This is an optimization exercise on Yosys and OpenROAD, whose aim is a short achievable clock period and few clock cycles, not a production implementation. The RTL was checked by simulation tests, not by an equivalence proof against the original design. Power is estimated from default activity; no workload was simulated.

==> job 1196: inputs <==
// cpu
module cpu(
    input clk,
    input rst,
    input logic [31:0] inst_rdata,
    input logic [31:0] data_rdata,
    input logic inst_resp,
    input logic data_resp,
    input logic icache_hit,
    input logic dcache_hit,
    output logic inst_read,
    output logic [31:0] inst_addr,
    output logic data_read,
    output logic data_write,
    output logic [3:0] data_mbe,
    output logic [31:0] data_addr,
    output logic [31:0] data_wdata
);
==> flow/config.mk <==
export PLATFORM = sky130hd
export DESIGN_NAME = cpu
export DESIGN_NICKNAME = cpu
export VERILOG_FILES = /design/flow/design.v
export SDC_FILE = /design/flow/constraint.sdc
export NUM_CORES = 4
export LEC_CHECK = 0
export ABC_CLOCK_PERIOD_IN_PS = 4000
export CAP_MARGIN = 20
export CORE_MARGIN = 2
export CORE_UTILIZATION = 40
export SLEW_MARGIN = 20
==> flow/constraint.sdc <==
create_clock -name core_clock -period 10.0 [get_ports {clk}]
set_input_delay 2.0000 -clock core_clock [delete_from_list [all_inputs] [get_ports {clk}]]
set_output_delay 2.0000 -clock core_clock [all_outputs]
set_load 0.01 [all_outputs]
standard.sh (not shown) runs the stock make flow with config.mk's settings and CLKGATE_MAP_FILE= SYNTH_SCRIPT=/design/flow/synth_recipe.tcl, a recipe that flattens the netlist after the stock synthesis.
==> flow/flow/run.sh <==
#!/bin/bash
set -euo pipefail
bash standard.sh SETUP_SLACK_MARGIN=7 finish > standard.log 2>&1
==> inputs of job 5885, as changes to job 1196 <==
--- a/flow/design.v
+++ b/flow/design.v
@@ -149,17 +149,17 @@
     output logic data_write,
     output logic [3:0] data_mbe,
     output logic [31:0] data_addr,
     output logic [31:0] data_wdata
 );
     logic [31:0] pc;
     logic        ifid_v, ifid_btb;
     logic [31:0] ifid_ins, ifid_pc;
-    logic        idex_we, idex_ld, idex_st, idex_br, idex_jalr, idex_pred, idex_auipc;
+    logic        idex_we, idex_ld, idex_st, idex_br, idex_jalr, idex_pred;
     logic        idex_m_eq, idex_m_ne, idex_m_lt, idex_m_ge, idex_m_ltu, idex_m_geu, idex_fca, idex_fcb;
     logic [4:0]  idex_rd;
     logic [2:0]  idex_f3;
     logic [31:0] idex_a, idex_b, idex_sd, idex_pre, idex_alt;
     logic [31:2] idex_pc;
     logic        idex_fa_m, idex_fb_m, idex_fs_m;
     logic        idex_sub, idex_sra;
     logic        idex_r_sum, idex_r_sll, idex_r_slt, idex_r_sltu, idex_r_xor,
@@ -314,18 +314,17 @@
     logic [6:0]  op;
     logic [2:0]  f3;
     logic [4:0]  rs1, rs2, rd;
     logic is_lui, is_auipc, is_jal, is_jalr, is_br, is_ld, is_st, is_opi, is_op;
     logic use1, use2, id_we, use_imm, pred, spred, btb_ok;
     logic [31:0] imm_i, imm_s, imm_b, imm_u, imm_j, imm, id_pc4, tgt_j, tgt_b, tgt_u;
     logic [31:0] rv1, rv2;
     logic lu_stall, id_redirect;
-    logic [31:0] id_npc, jr_tgt;
-    logic        jr_early;
+    logic [31:0] id_npc;
     always_comb begin
         op  = ifid_ins[6:0];
         f3  = ifid_ins[14:12];
         rs1 = ifid_ins[19:15];
         rs2 = ifid_ins[24:20];
         rd  = ifid_ins[11:7];
         is_lui   = op == 7'b0110111;
         is_auipc = op == 7'b0010111;
@@ -356,20 +355,18 @@
         rv1 = (rs1 == 5'd0) ? 32'd0 : (exmem_we && exmem_rd == rs1) ? mem_val
             : (memwb_we && memwb_rd == rs1) ? memwb_val : rf[rs1];
         rv2 = (rs2 == 5'd0) ? 32'd0 : (exmem_we && exmem_rd == rs2) ? mem_val
             : (memwb_we && memwb_rd == rs2) ? memwb_val : rf[rs2];
         lu_stall = ifid_v & ((idex_ld & ((use1 & rs1 == idex_rd) | (use2 & rs2 == idex_rd)))
                  | (lb_v & ((use1 & rs1 == lb_rd) | (use2 & rs2 == lb_rd) | (id_we & rd == lb_rd)))
                  | (lr_v & ((use1 & rs1 == lr_rd) | (use2 & rs2 == lr_rd) | (id_we & rd == lr_rd))));
         dep_id = ifid_v & exmem_we & ((use1 & rs1 == exmem_rd) | (use2 & rs2 == exmem_rd) | (id_we & rd == exmem_rd));
-        jr_early = ifid_v & is_jalr & idex_auipc & idex_we & (idex_rd == rs1);
-        jr_tgt   = idex_pre + imm_i;
-        id_redirect = ifid_v & ~lu_stall & ((ifid_btb ? ~btb_ok : spred) | jr_early);
-        id_npc = jr_early ? {jr_tgt[31:1], 1'b0} : ~pred ? id_pc4 : is_jal ? tgt_j : tgt_b;
+        id_redirect = ifid_v & ~lu_stall & (ifid_btb ? ~btb_ok : spred);
+        id_npc = ~pred ? id_pc4 : is_jal ? tgt_j : tgt_b;
     end
     logic        hold, iv, dv, dsrc, ipm, dpre, pfv, fresp;
     logic        hit_i, hit_d, nhit_i, nhit_d, k_i, k_d, n_i, n_d;
     logic        c_unk, c_seq, f_i, f_d, hold_n, pfv_n, nrdy_n, prot_n;
     logic [26:0] iline, dline, pf_line;
     logic        c_seq0;
     logic [2:0]  scnt;
     logic [31:0] fdata;
@@ -530,26 +527,25 @@
     end
     logic keep;
     assign keep = idex_br & ~lu_stall & (pc[31:2] == idex_alt[31:2]);
     logic id_go;
     assign id_go = ifid_v & ~lu_stall & ~ex_redirect;
     always_ff @(posedge clk) begin
         if (rst) begin
             idex_we <= 1'b0; idex_ld <= 1'b0; idex_st <= 1'b0;
-            idex_br <= 1'b0; idex_jalr <= 1'b0; idex_auipc <= 1'b0;
+            idex_br <= 1'b0; idex_jalr <= 1'b0;
             idex_m_eq <= 1'b0; idex_m_ne <= 1'b0; idex_m_lt <= 1'b0;
             idex_m_ge <= 1'b0; idex_m_ltu <= 1'b0; idex_m_geu <= 1'b0;
         end else if (!stall) begin
             idex_we   <= id_go & id_we;
             idex_ld   <= id_go & is_ld;
             idex_st   <= id_go & is_st;
             idex_br   <= id_go & is_br;
-            idex_jalr <= id_go & is_jalr & ~jr_early;
-            idex_auipc <= id_go & is_auipc;
+            idex_jalr <= id_go & is_jalr;
             idex_m_eq  <= id_go & is_br & ((f3 == 3'b000 & ~pred) | (f3 == 3'b001 & pred));
             idex_m_ne  <= id_go & is_br & ((f3 == 3'b001 & ~pred) | (f3 == 3'b000 & pred));
             idex_m_lt  <= id_go & is_br & ((f3 == 3'b100 & ~pred) | (f3 == 3'b101 & pred));
             idex_m_ge  <= id_go & is_br & ((f3 == 3'b101 & ~pred) | (f3 == 3'b100 & pred));
             idex_m_ltu <= id_go & is_br & ((f3 == 3'b110 & ~pred) | (f3 == 3'b111 & pred));
             idex_m_geu <= id_go & is_br & ((f3 == 3'b111 & ~pred) | (f3 == 3'b110 & pred));
         end
     end
Settings changed: CORE_UTILIZATION 40 to 55.
==> notes <==
- Job 5885 finished but failed the layout checks on max-capacitance violations, max-slew violations. Job 1196 produced a clean layout.
- Against job 1196, the die area of job 5885 is lower by about 28%.
- Via count: job 5885 is higher than job 1196 (about 2.2%).
- Clock power: job 5885 is lower than job 1196 (about 7%).
- Against job 5885, the first-iteration DRC count of job 1196 is smaller by 9.7%.
Testbench counts of job 1196, summed over its fixed seeds: cycles 109,070.
Testbench counts of job 5885, summed over its fixed seeds: cycles 109,401.

---

==> inputs of run a <==
cpu, a different RTL version from the one above (not shown whole).
export LEC_CHECK = 0
export ABC_CLOCK_PERIOD_IN_PS = 4000
export CAP_MARGIN = 20
export CORE_MARGIN = 2
export CORE_UTILIZATION = 40
export SLEW_MARGIN = 20
create_clock -name core_clock -period 10.0 [get_ports {clk}]
Scripts as last shown in full above: flow/flow/run.sh
==> inputs of run b, as changes to run a <==
==> flow/run.sh (new file) <==
#!/bin/bash
# synth_recipe.tcl (not shown) runs the flow's synth.tcl, then flattens the netlist and writes it again
# the make line also repeats each setting of config.mk as NAME=value (left out here)
make -C /OpenROAD-flow-scripts/flow DESIGN_CONFIG=/design/flow/config.mk WORK_HOME=/design/flow/orfs CLKGATE_MAP_FILE= SYNTH_SCRIPT=/design/flow/synth_recipe.tcl finish
--- a/flow/config.mk
+++ b/flow/config.mk
@@ -11,2 +11,3 @@
 export CORE_UTILIZATION = 40
+export SETUP_SLACK_MARGIN = 5
 export SLEW_MARGIN = 20
removed: flow/flow/run.sh
removed: flow/standard.sh
==> run notes <==
| quantity | run a | run b |
|---|---|---|
| Status | complete, no violations | complete, no violations |
| Worst ir drop on vdd | 0.162 mV | 0.125 mV |
| Register share of total power | 40.2% | 42.7% |
| Cell Count, Final, Fillers Out | 14988 | 14040 |
| Transition time of the tightest slew-check pin | 1.17 ns | 1.20 ns |
| Met3 WL | 71.8 mm | 57.4 mm |
| Post-route core utilization | 52.3% | 46.1% |
| Post-Place Worst Slack | 2.83 ns | 2.66 ns |
| Largest net degree at the start of global routing | 89 | 177 |
| Post-placement cell area | 134000 um2 | 134000 um2 |
| Number of cells traversed by the worst register-to-register path | 20 | 18 |
| Vias/cell | 6.60 | 6.46 |
| Area occupied by multi-input gates | 65600 um2 | 58900 um2 |
| Buffers and inverters on the worst path | 7 | 5 |
| Cell-internal power | 19600 uW | 18800 uW |
| Net count, final | 10826 | 9891 |
| Clock skew | 0.0850 ns | 0.0745 ns |
| Worst reg2reg startpoint | idex_fb_m | ifid_ins[3] |
| R2R setup slack | 5.14 ns | 5.03 ns |
| Number of buffers added by the clock tree synthesis step | 265 | 267 |
| Post-CTS setup buffers | 632 | 66 |
| First-pass iteration count of the detailed router | 9 | 8 |
| Worst hold path startpoint | exmem_wdata[17] | exmem_wdata[3] |
Testbench counts of run a, summed over its fixed seeds: cycles 110,867.
Testbench counts of run b, summed over its fixed seeds: cycles 110,867.

---

==> inputs of trial 29 <==
cpu, a different RTL version from the one above (not shown whole).
clock: 10.0 ns
lec_check: 0
abc_clock_period_in_ps: 4000
cap_margin: 20
core_margin: 2
core_utilization: 40
slew_margin: 20
==> flow/flow/run.sh <==
#!/bin/bash
set -euo pipefail
bash standard.sh SETUP_SLACK_MARGIN=7 finish > standard.log 2>&1
==> trial 20 (differences from trial 29) <==
==> flow/flow/run.sh (replaced) <==
#!/bin/bash
set -euo pipefail
bash standard.sh SETUP_SLACK_MARGIN=6 finish > standard.log 2>&1
==> build 25 (differences from trial 29) <==
--- a/flow/design.v
+++ b/flow/design.v
@@ -153,27 +153,12 @@
 );
     logic [31:0] pc;
     logic        ifid_v, ifid_btb;
     logic [31:0] ifid_ins, ifid_pc;
     logic        idex_we, idex_ld, idex_st, idex_br, idex_jalr, idex_pred, idex_auipc;
     logic        idex_m_eq, idex_m_ne, idex_m_lt, idex_m_ge, idex_m_ltu, idex_m_geu, idex_fca, idex_fcb;
-    logic        idex_kill;
-    logic        idex_we_r, idex_ld_r, idex_st_r, idex_br_r, idex_jalr_r, idex_auipc_r;
-    logic        idex_m_eq_r, idex_m_ne_r, idex_m_lt_r, idex_m_ge_r, idex_m_ltu_r, idex_m_geu_r;
-    assign idex_we = idex_we_r & ~idex_kill;
-    assign idex_ld = idex_ld_r & ~idex_kill;
-    assign idex_st = idex_st_r & ~idex_kill;
-    assign idex_br = idex_br_r & ~idex_kill;
-    assign idex_jalr = idex_jalr_r & ~idex_kill;
-    assign idex_auipc = idex_auipc_r & ~idex_kill;
-    assign idex_m_eq = idex_m_eq_r & ~idex_kill;
-    assign idex_m_ne = idex_m_ne_r & ~idex_kill;
-    assign idex_m_lt = idex_m_lt_r & ~idex_kill;
-    assign idex_m_ge = idex_m_ge_r & ~idex_kill;
-    assign idex_m_ltu = idex_m_ltu_r & ~idex_kill;
-    assign idex_m_geu = idex_m_geu_r & ~idex_kill;
     logic [4:0]  idex_rd;
     logic [2:0]  idex_f3;
     logic [31:0] idex_a, idex_b, idex_sd, idex_pre, idex_alt;
     logic [31:2] idex_pc;
     logic        idex_fa_m, idex_fb_m, idex_fs_m;
     logic        idex_sub, idex_sra;
@@ -420,14 +405,14 @@
         fresp  = dsrc ? (~dbusy & data_resp) : (~ipm & inst_resp);
         fdata  = dsrc ? data_rdata : inst_rdata;
         k_i = hit_i | (~ipm & inst_resp);
         k_d = (hit_d | (dsrc & ~dbusy & data_resp)) & ~(dsrc & ~dbusy & ~data_resp);
         n_i = pfv & (nhit_i | (ipm & inst_resp));
         n_d = pfv & (nhit_d | (dpre & ~dbusy & data_resp));
-        c_unk = ~stall & ~lu_stall & (id_redirect | (fresp & btb_hit));
-        c_seq = ~stall & ~lu_stall & ~id_redirect & fresp & ~btb_hit
+        c_unk = ~stall & (ex_redirect | (~lu_stall & (id_redirect | (fresp & btb_hit))));
+        c_seq = ~stall & ~ex_redirect & ~lu_stall & ~id_redirect & fresp & ~btb_hit
               & (pc[4:2] == 3'b111);
         f_i = c_unk ? 1'b0 : c_seq ? n_i : k_i;
         f_d = c_unk ? 1'b0 : c_seq ? n_d : k_d;
         pfv_n  = ~c_unk;
         nrdy_n = ~c_seq & (n_i | n_d);
         prot_n = c_seq ? prot2 : prot1;
@@ -461,13 +446,13 @@
                 iv    <= 1'b1;
                 iline <= ipm ? pf_line : pc[31:5];
             end
             if (~dbusy & data_read & data_resp) begin
                 dv    <= 1'b1;
                 dline <= data_addr[31:5];
-            end else if (dsrc & ~dbusy & ~data_resp & hit_d) begin
+            end else if (dsrc & ~dbusy & ~data_resp) begin
                 dv    <= 1'b0;
             end
         end
     end
     localparam NB = 8;
     logic [NB-1:0] bt_v, bt_hit;
@@ -543,33 +528,32 @@
             ifid_pc  <= pc;
         end
     end
     logic keep;
     assign keep = idex_br & ~lu_stall & (pc[31:2] == idex_alt[31:2]);
     logic id_go;
-    assign id_go = ifid_v & ~lu_stall;
+    assign id_go = ifid_v & ~lu_stall & ~ex_redirect;
     always_ff @(posedge clk) begin
         if (rst) begin
-            idex_we_r <= 1'b0; idex_kill <= 1'b0; idex_ld_r <= 1'b0; idex_st_r <= 1'b0;
-            idex_br_r <= 1'b0; idex_jalr_r <= 1'b0; idex_auipc_r <= 1'b0;
-            idex_m_eq_r <= 1'b0; idex_m_ne_r <= 1'b0; idex_m_lt_r <= 1'b0;
-            idex_m_ge_r <= 1'b0; idex_m_ltu_r <= 1'b0; idex_m_geu_r <= 1'b0;
+            idex_we <= 1'b0; idex_ld <= 1'b0; idex_st <= 1'b0;
+            idex_br <= 1'b0; idex_jalr <= 1'b0; idex_auipc <= 1'b0;
+            idex_m_eq <= 1'b0; idex_m_ne <= 1'b0; idex_m_lt <= 1'b0;
+            idex_m_ge <= 1'b0; idex_m_ltu <= 1'b0; idex_m_geu <= 1'b0;
         end else if (!stall) begin
-            idex_kill <= ex_redirect;
-            idex_we_r   <= id_go & id_we;
-            idex_ld_r   <= id_go & is_ld;
-            idex_st_r   <= id_go & is_st;
-            idex_br_r   <= id_go & is_br;
-            idex_jalr_r <= id_go & is_jalr & ~jr_early;
-            idex_auipc_r <= id_go & is_auipc;
-            idex_m_eq_r  <= id_go & is_br & ((f3 == 3'b000 & ~pred) | (f3 == 3'b001 & pred));
-            idex_m_ne_r  <= id_go & is_br & ((f3 == 3'b001 & ~pred) | (f3 == 3'b000 & pred));
-            idex_m_lt_r  <= id_go & is_br & ((f3 == 3'b100 & ~pred) | (f3 == 3'b101 & pred));
-            idex_m_ge_r  <= id_go & is_br & ((f3 == 3'b101 & ~pred) | (f3 == 3'b100 & pred));
-            idex_m_ltu_r <= id_go & is_br & ((f3 == 3'b110 & ~pred) | (f3 == 3'b111 & pred));
-            idex_m_geu_r <= id_go & is_br & ((f3 == 3'b111 & ~pred) | (f3 == 3'b110 & pred));
+            idex_we   <= id_go & id_we;
+            idex_ld   <= id_go & is_ld;
+            idex_st   <= id_go & is_st;
+            idex_br   <= id_go & is_br;
+            idex_jalr <= id_go & is_jalr & ~jr_early;
+            idex_auipc <= id_go & is_auipc;
+            idex_m_eq  <= id_go & is_br & ((f3 == 3'b000 & ~pred) | (f3 == 3'b001 & pred));
+            idex_m_ne  <= id_go & is_br & ((f3 == 3'b001 & ~pred) | (f3 == 3'b000 & pred));
+            idex_m_lt  <= id_go & is_br & ((f3 == 3'b100 & ~pred) | (f3 == 3'b101 & pred));
+            idex_m_ge  <= id_go & is_br & ((f3 == 3'b101 & ~pred) | (f3 == 3'b100 & pred));
+            idex_m_ltu <= id_go & is_br & ((f3 == 3'b110 & ~pred) | (f3 == 3'b111 & pred));
+            idex_m_geu <= id_go & is_br & ((f3 == 3'b111 & ~pred) | (f3 == 3'b110 & pred));
         end
     end
     always_ff @(posedge clk) begin
         if (!stall) begin
             idex_pred <= pred;
             idex_pc   <= ifid_pc[31:2];
==> flow/flow/run.sh (replaced) <==
#!/bin/bash
set -euo pipefail
bash standard.sh SETUP_SLACK_MARGIN=6 finish > standard.log 2>&1
==> run notes <==
via count=104,000; met1 capacity usage during global routing=43.4%; status=complete, no violations; synthesis-to-layout area growth=19.4%; Placed Area=141,000 sq um; CP cell instances=buf_12 -> a22oi_2 -> nand2_2 -> buf_12 -> buf_6; xor and xnor fraction of the mapped netlist area=7.81%; bufs w/o clock=1,072; dpl hpwl=362,000 um; clock latency (worst-skew pair)=0.95 ns; share of layout cells above drive strength 1=32.8%
-- figures above: trial 20

==> run notes <==
status=complete, no violations; xor and xnor fraction of the mapped netlist area=7.78%; bufs w/o clock=1,074; via count=103,000; Placed Area=141,000 sq um; dpl hpwl=354,000 um; CP cell instances=buf_6 -> buf_16 -> mux2_4 -> ha_4 -> nand4_1 -> and4bb_2 -> and3_4 -> o31a_1 -> buf_6 -> nor3_4 -> a311oi_4 -> buf_12 -> a31oi_4 -> buf_12 -> buf_6 -> and2_4 -> a2111o_1 -> and4_4 -> o211a_1 -> a221oi_2; share of layout cells above drive strength 1=33.2%
-- figures above: build 25

==> run notes <==
clock latency (worst-skew pair)=0.99 ns; Placed Area=141,000 sq um; dpl hpwl=362,000 um; bufs w/o clock=1,861; synthesis-to-layout area growth=32.1%; met1 capacity usage during global routing=45.1%; status=complete, no violations
-- figures above: trial 29

Testbench counts of trial 29, summed over its fixed seeds: cycles 107,975.
Testbench counts of trial 20, summed over its fixed seeds: cycles 107,975.
Testbench counts of build 25, summed over its fixed seeds: cycles 109,070.

==> port drivers added, routing unchanged <==
The flow's constraints put no driver on any port. The routed layouts listed below were extracted and timed again, unchanged, in two steps. Step 1 (the two cells are an assumption about what drives the block):
set clk [get_ports {clk}]
set_driving_cell -lib_cell sky130_fd_sc_hd__clkbuf_16 $clk
set_driving_cell -lib_cell sky130_fd_sc_hd__buf_2 [delete_from_list [all_inputs] $clk]
Step 2 also shifts input and output timing later by t, the mid clock arrival at the registers, as if the neighbouring blocks saw the same clock. a / b / c = no drivers / after step 1 / after step 2; a / b = the first two.
run	shift t [ns]	setup WS [ns]	latest minus earliest clock arrival (ns)	slew at the worst register clock pin (ns)
job 1196	1.004	5.348 / 5.326 / 4.800	0.122 / 0.121	0.07 / 0.07
job 5885	1.022	5.173 / 5.173 / 4.950	0.082 / 0.081	0.08 / 0.08
run a	1.001	5.144 / 5.144 / 5.144	0.086 / 0.086	0.07 / 0.07
run b	0.974	5.027 / 4.953 / 4.128	0.077 / 0.078	0.07 / 0.07
trial 29	1.047	5.580 / 5.486 / 5.167	0.085 / 0.085	0.07 / 0.07
trial 20	1.018	5.631 / 5.532 / 5.061	0.071 / 0.071	0.07 / 0.07
build 25	1.010	5.422 / 5.329 / 4.743	0.135 / 0.135	0.07 / 0.07
The setup slack of run b, which loses most, moves by -0.074 ns with the drivers and by -0.899 ns with both steps.
